Source: an optimization exercise on an open RTL-to-GDS flow (aim: small area). Production flows keep margins and buffers that such runs may drop.
The RTL was checked by simulation tests, not by an equivalence proof against the original design.
Power and IR drop assume default switching activity. The clock port is modelled as an ideal driver; clocking choices that lean on that would not hold on a real chip.

==> inputs of run Z <==
==> flow/design.v <==
module ospi_flash(
    input wire clk,
    output wire [7:0] OSPI_IO_out,
    output wire OSPI_IO_oe,
    input wire OSPI_CS,
    input wire reset_n,
    input wire write_enable,
    input wire read_enable,
    input wire erase_enable,
    input wire [7:0] data_in,
    input wire [23:0] address,
    output reg [7:0] data_out,
    input wire HOLD_N,
    input wire [1:0] mode
);
    reg hold_active;
    reg ph;                        
    reg [7:0] st [0:255];          
    wire [7:0] a = address[7:0];
    wire act = !hold_active && !OSPI_CS;
    wire we  = reset_n && act && (write_enable || erase_enable);
    wire [7:0] wd = we ? ((erase_enable ? 8'hFF : data_in) ^ {8{ph}}) : 8'hFF;
    wire [15:0] pa, pb, pan, pbwn;
    genvar i, j, b;
    generate
        for (i = 0; i < 16; i = i + 1) begin : g_pre
            assign pa[i]   = (a[3:0] == i);
            assign pb[i]   = (a[7:4] == i);
            assign pan[i]  = ~pa[i];
            assign pbwn[i] = ~(we & pb[i]);
        end
    endgenerate
    wire [255:0] sn, w;
    wire [7:0] nx [0:255];
    wire [7:0] hit [0:127];
    generate
        for (j = 0; j < 16; j = j + 1) begin : g_hi
            for (i = 0; i < 16; i = i + 1) begin : g_lo
                localparam integer R = 16 * j + i;
                ospi_nand2 u_sn (.a(pa[i]), .b(pb[j]), .y(sn[R]));
                ospi_nor2  u_w  (.a(pan[i]), .b(pbwn[j]), .y(w[R]));
                for (b = 0; b < 8; b = b + 1) begin : g_bit
                    ospi_oai22 u_nx (.a1(st[R][b]), .a2(w[R]), .b1(wd[b]), .b2(sn[R]), .y(nx[R][b]));
                end
                always @(posedge clk)
                    st[R] <= nx[R];
            end
        end
        for (i = 0; i < 128; i = i + 1) begin : g_pair
            for (b = 0; b < 8; b = b + 1) begin : g_bit
                ospi_oai22 u_hit (.a1(st[2*i][b]), .a2(sn[2*i]), .b1(st[2*i+1][b]), .b2(sn[2*i+1]), .y(hit[i][b]));
            end
        end
    endgenerate
    wire [7:0] l2 [0:7];
    wire [7:0] sel;
    generate
        for (b = 0; b < 8; b = b + 1) begin : g_or
            for (i = 0; i < 8; i = i + 1) begin : g_l2
                ospi_or16 u (.x({hit[16*i+15][b], hit[16*i+14][b], hit[16*i+13][b], hit[16*i+12][b],
                                 hit[16*i+11][b], hit[16*i+10][b], hit[16*i+9][b],  hit[16*i+8][b],
                                 hit[16*i+7][b],  hit[16*i+6][b],  hit[16*i+5][b],  hit[16*i+4][b],
                                 hit[16*i+3][b],  hit[16*i+2][b],  hit[16*i+1][b],  hit[16*i][b]}),
                             .y(l2[i][b]));
            end
            ospi_or8 u_l3 (.x({l2[7][b], l2[6][b], l2[5][b], l2[4][b], l2[3][b], l2[2][b], l2[1][b], l2[0][b]}),
                           .y(sel[b]));
        end
    endgenerate
    wire [7:0] d = sel ^ {8{~ph}};
    always @(posedge clk)
        ph <= ~ph;
    always @(posedge clk or negedge reset_n) begin
        if (!reset_n) begin
            data_out <= 8'hFF;
            hold_active <= 1'b0;
        end else begin
            hold_active <= !HOLD_N;
            if (act && read_enable)
                data_out <= d;
        end
    end
    assign OSPI_IO_oe = act && read_enable;
    reg [7:0] perm;
    always @(*) begin
        case (mode)
            2'b00: perm = d;
            2'b01: perm = {d[3:0], d[7:4]};
            2'b10: perm = {d[1:0], d[3:2], d[5:4], d[7:6]};
            default: perm = {d[0], d[1], d[2], d[3], d[4], d[5], d[6], d[7]};
        endcase
    end
    assign OSPI_IO_out = OSPI_IO_oe ? perm : 8'h00;
endmodule
module ospi_oai22(input wire a1, input wire a2, input wire b1, input wire b2, output wire y);
    assign y = ~((a1 | a2) & (b1 | b2));
endmodule
module ospi_nand2(input wire a, input wire b, output wire y);
    assign y = ~(a & b);
endmodule
module ospi_nor2(input wire a, input wire b, output wire y);
    assign y = ~(a | b);
endmodule
module ospi_or16(input wire [15:0] x, output wire y);
    assign y = |x;
endmodule
module ospi_or8(input wire [7:0] x, output wire y);
    assign y = |x;
endmodule
==> flow/run.sh <==
#!/bin/bash
# synth_recipe.tcl (not shown) runs the flow's synth.tcl, then flattens the netlist and writes it again
# the make line also repeats each setting of config.mk as NAME=value (left out here)
make -C /OpenROAD-flow-scripts/flow DESIGN_CONFIG=/design/flow/config.mk WORK_HOME=/design/flow/orfs CLKGATE_MAP_FILE= SYNTH_SCRIPT=/design/flow/synth_recipe.tcl finish
==> flow/config.mk <==
export PLATFORM = sky130hd
export DESIGN_NAME = ospi_flash
export DESIGN_NICKNAME = ospi_flash
export VERILOG_FILES = /design/flow/design.v
export SDC_FILE = /design/flow/constraint.sdc
export NUM_CORES = 8
export LEC_CHECK = 0
export CAP_MARGIN = 40
export CORE_MARGIN = 2
export CORE_UTILIZATION = 75
export CTS_BUF_LIST = sky130_fd_sc_hd__clkbuf_8
export CTS_CLUSTER_DIAMETER = 60
export CTS_CLUSTER_SIZE = 20
export PLACE_DENSITY = 0.85
export SLEW_MARGIN = 40
export SYNTH_HIERARCHICAL = 1
export SYNTH_MINIMUM_KEEP_SIZE = 0
==> flow/constraint.sdc <==
create_clock -name core_clock -period 14.0 [get_ports {clk}]
set_input_delay 2.8000 -clock core_clock [delete_from_list [all_inputs] [get_ports {clk}]]
set_output_delay 2.8000 -clock core_clock [all_outputs]
set_load 0.01 [all_outputs]
==> run X: changes against run Z <==
==> flow/flow/run.sh (new file) <==
#!/bin/bash
# The standard layout, with three changes: port buffers use the smallest
# buffer cell, clock tree synthesis inserts no dummy loads, and power
# recovery downsizes gates that have timing slack to spare.
set -euo pipefail
export BUFFER_PORTS_ARGS="-buffer_cell sky130_fd_sc_hd__buf_1"
export CTS_ARGS="-sink_clustering_enable -repair_clock_nets -dont_use_dummy_load -buf_list sky130_fd_sc_hd__clkbuf_16 -sink_clustering_size 30 -sink_clustering_max_diameter 80"
export RECOVER_POWER=100
bash standard.sh > standard.log 2>&1
==> flow/standard.sh (new file) <==
#!/bin/bash
# synth_recipe.tcl (not shown) runs the flow's synth.tcl, then flattens the netlist and writes it again
# the make line also repeats each setting of config.mk as NAME=value (left out here)
make -C /OpenROAD-flow-scripts/flow DESIGN_CONFIG=/design/flow/config.mk WORK_HOME=/design/flow/orfs CLKGATE_MAP_FILE= SYNTH_SCRIPT=/design/flow/synth_recipe.tcl "${@:-finish}"
Settings changed: CAP_MARGIN 40 to 25, CTS_BUF_LIST sky130_fd_sc_hd__clkbuf_8 to sky130_fd_sc_hd__clkbuf_16, CTS_CLUSTER_DIAMETER 60 to 80, CTS_CLUSTER_SIZE 20 to 30, SLEW_MARGIN 40 to 25.
removed: flow/run.sh
==> comparison <==
In synthesized cell count, run Z and run X do not differ. Of run Z and run X, run Z has the higher non-clock buffer count (gap 19). Of run Z and run X, run X has the higher wire length (gap about 1%, measured against run X). Of run Z and run X, run Z has the higher setup slack (gap 570 ps). In die area, run X and run Z do not differ. Maximum frequency: run X is smaller than run Z (about 4.6%). Run Z ran to the end with no violations. Run X completed and failed the layout checks on max-capacitance violations, max-slew violations. Against run X, the clock skew of run Z is higher by 6.7 ps. Of run Z and run X, run Z has the higher count of clock-buffer cells in the layout (gap 57). Sequential power is about the same in run Z and run X.
==> figures <==
metric                                                                                         run X           run Z
Routed wire length on met3                                                                  27900 um        27800 um
Clock tree cell share of total cell area                                                       2.79%           3.13%
Max incr delay on CP                                                                         3310 ps          970 ps
DR iter-0 viols                                                                                 8072            8271
Register fraction of the total cell area                                                       59.0%           58.2%
Number of CTS-inserted buffers                                                                    78             120
Share of cell area taken by multi-input logic gates                                            35.1%           34.7%
Number of vias after detailed routing                                                          59600           59500
GR Util All Layers                                                                             44.9%           44.5%
Combinational cell power                                                                    0.356 mW        0.374 mW
Largest net degree at the start of global routing                                                196             179
Type of element capturing the critical path                                                 register  primary output
Worst slack at placement                                                                     2780 ps         2510 ps
Maximum capacitance violations                                                                    24               0
Vias in the first global route                                                                 53900           54100
Origin of the worst min-delay path                                                        st[130][5]       st[75][6]
Area of all placed cells without fillers                                                 0.0699 mm^2     0.0709 mm^2
Status                                                                      finished with violations  finished clean
Violated checks                                      max-capacitance violations, max-slew violations               -
Relative slew slack                                                                            -543%           34.4%

---

==> v37: inputs <==
// ospi_flash: RTL as listed in full above, without the edits since
Settings: LEC_CHECK=0, CAP_MARGIN=40, CORE_MARGIN=2, CORE_UTILIZATION=75, CTS_BUF_LIST=sky130_fd_sc_hd__clkbuf_16, CTS_CLUSTER_DIAMETER=60, CTS_CLUSTER_SIZE=40, PLACE_DENSITY=0.85, SLEW_MARGIN=40, SYNTH_HIERARCHICAL=1, SYNTH_MINIMUM_KEEP_SIZE=0; clock period 14.0 ns.
run.sh (not shown) runs the stock make flow with config.mk's settings and CLKGATE_MAP_FILE= SYNTH_SCRIPT=/design/flow/synth_recipe.tcl, a recipe that flattens the netlist after the stock synthesis.
Stock flow here: none of the scripts above is used.
==> inputs of v24, as changes to v37 <==
==> flow/flow/run.sh (new file) <==
#!/bin/bash
# The standard layout, with two changes: port buffers use the smallest
# buffer cell, and clock tree synthesis inserts no dummy loads.
set -euo pipefail
export BUFFER_PORTS_ARGS="-buffer_cell sky130_fd_sc_hd__buf_1"
export CTS_ARGS="-sink_clustering_enable -repair_clock_nets -dont_use_dummy_load -buf_list sky130_fd_sc_hd__clkbuf_16 -sink_clustering_size 30 -sink_clustering_max_diameter 80"
bash standard.sh > standard.log 2>&1
==> flow/standard.sh (new file) <==
#!/bin/bash
# synth_recipe.tcl (not shown) runs the flow's synth.tcl, then flattens the netlist and writes it again
# the make line also repeats each setting of config.mk as NAME=value (left out here)
make -C /OpenROAD-flow-scripts/flow DESIGN_CONFIG=/design/flow/config.mk WORK_HOME=/design/flow/orfs CLKGATE_MAP_FILE= SYNTH_SCRIPT=/design/flow/synth_recipe.tcl "${@:-finish}"
--- a/flow/config.mk
+++ b/flow/config.mk
@@ -10,6 +10,6 @@
 export CORE_UTILIZATION = 75
 export CTS_BUF_LIST = sky130_fd_sc_hd__clkbuf_16
-export CTS_CLUSTER_DIAMETER = 60
-export CTS_CLUSTER_SIZE = 40
+export CTS_CLUSTER_DIAMETER = 80
+export CTS_CLUSTER_SIZE = 30
 export PLACE_DENSITY = 0.85
 export SLEW_MARGIN = 40
removed: flow/run.sh
==> summary.txt <==
CP max-delay cell: v37 clkdlybuf4s50_1; v24 nor4_1
Internal Dissipation: v37 7842 uW; v24 7086 uW
Share of total power in the clock network: v37 39.1%; v24 29.9%
Initial antenna violation count: v37 8; v24 17
Length of routed met3 wiring: v37 28.89 mm; v24 26.45 mm
Final Instance Area: v37 0.07313 mm2; v24 0.07047 mm2
Area growth from synthesis to final layout: v37 11.30%; v24 7.247%
Met1 wire length: v37 78.77 mm; v24 77.75 mm
Diode insertion count for antenna repair: v37 10; v24 17
Switch share: v37 25.20%; v24 21.93%
Met1 usage in global routing: v37 60.50%; v24 59.08%
Share of the core filled with cells: v37 84.30%; v24 81.23%
Relative contribution of combinational cells to total power: v37 3.6%; v24 4.0%
R2R Path End: v37 data_out[7]; v24 st[197][4]
Max_slew headroom: v37 35.19%; v24 30.16%
Initial DRC Count: v37 8,694; v24 8,152
Run status: v37 no timing/DRC/antenna violations; v24 no timing/DRC/antenna violations
Clock input transition at the sequential cells of the worst setup and hold paths: v37 0.09 ns; v24 0.07 ns
DRT Wirelength: v37 217.1 mm; v24 210.6 mm
Finished Layout Cells: v37 7,655; v24 7,525

## static timing again, ports no longer ideal
The flow's constraints put no driver on any port. The routed layouts listed below were extracted and timed again, unchanged, in two steps.
Step 1 (the two cells are an assumption about what drives the block):
set clk [get_ports {clk}]
set_driving_cell -lib_cell sky130_fd_sc_hd__clkbuf_16 $clk
set_driving_cell -lib_cell sky130_fd_sc_hd__buf_2 [delete_from_list [all_inputs] $clk]
Step 2 also shifts input and output timing later by t, the mid clock arrival at the registers, as if the neighbouring blocks saw the same clock.
Three values: ideal ports, drivers, drivers and shift; two values: the first two.
| run | shift t [ns] | slack for setup (ns) | pins driven straight from the clock port |
|---|---|---|---|
| run Z | 0.909 | 2.034 / 1.953 / 1.953 | 1 |
| run X | 0.750 | 1.463 / 1.362 / 0.612 | 1 |
| v37 | 0.817 | 2.107 / 2.027 / 2.027 | 1 |
| v24 | 0.760 | 3.046 / 2.940 / 2.940 | 1 |
For run X, which loses most, drivers alone change the setup slack by -0.101 ns; drivers and shift together by -0.851 ns.
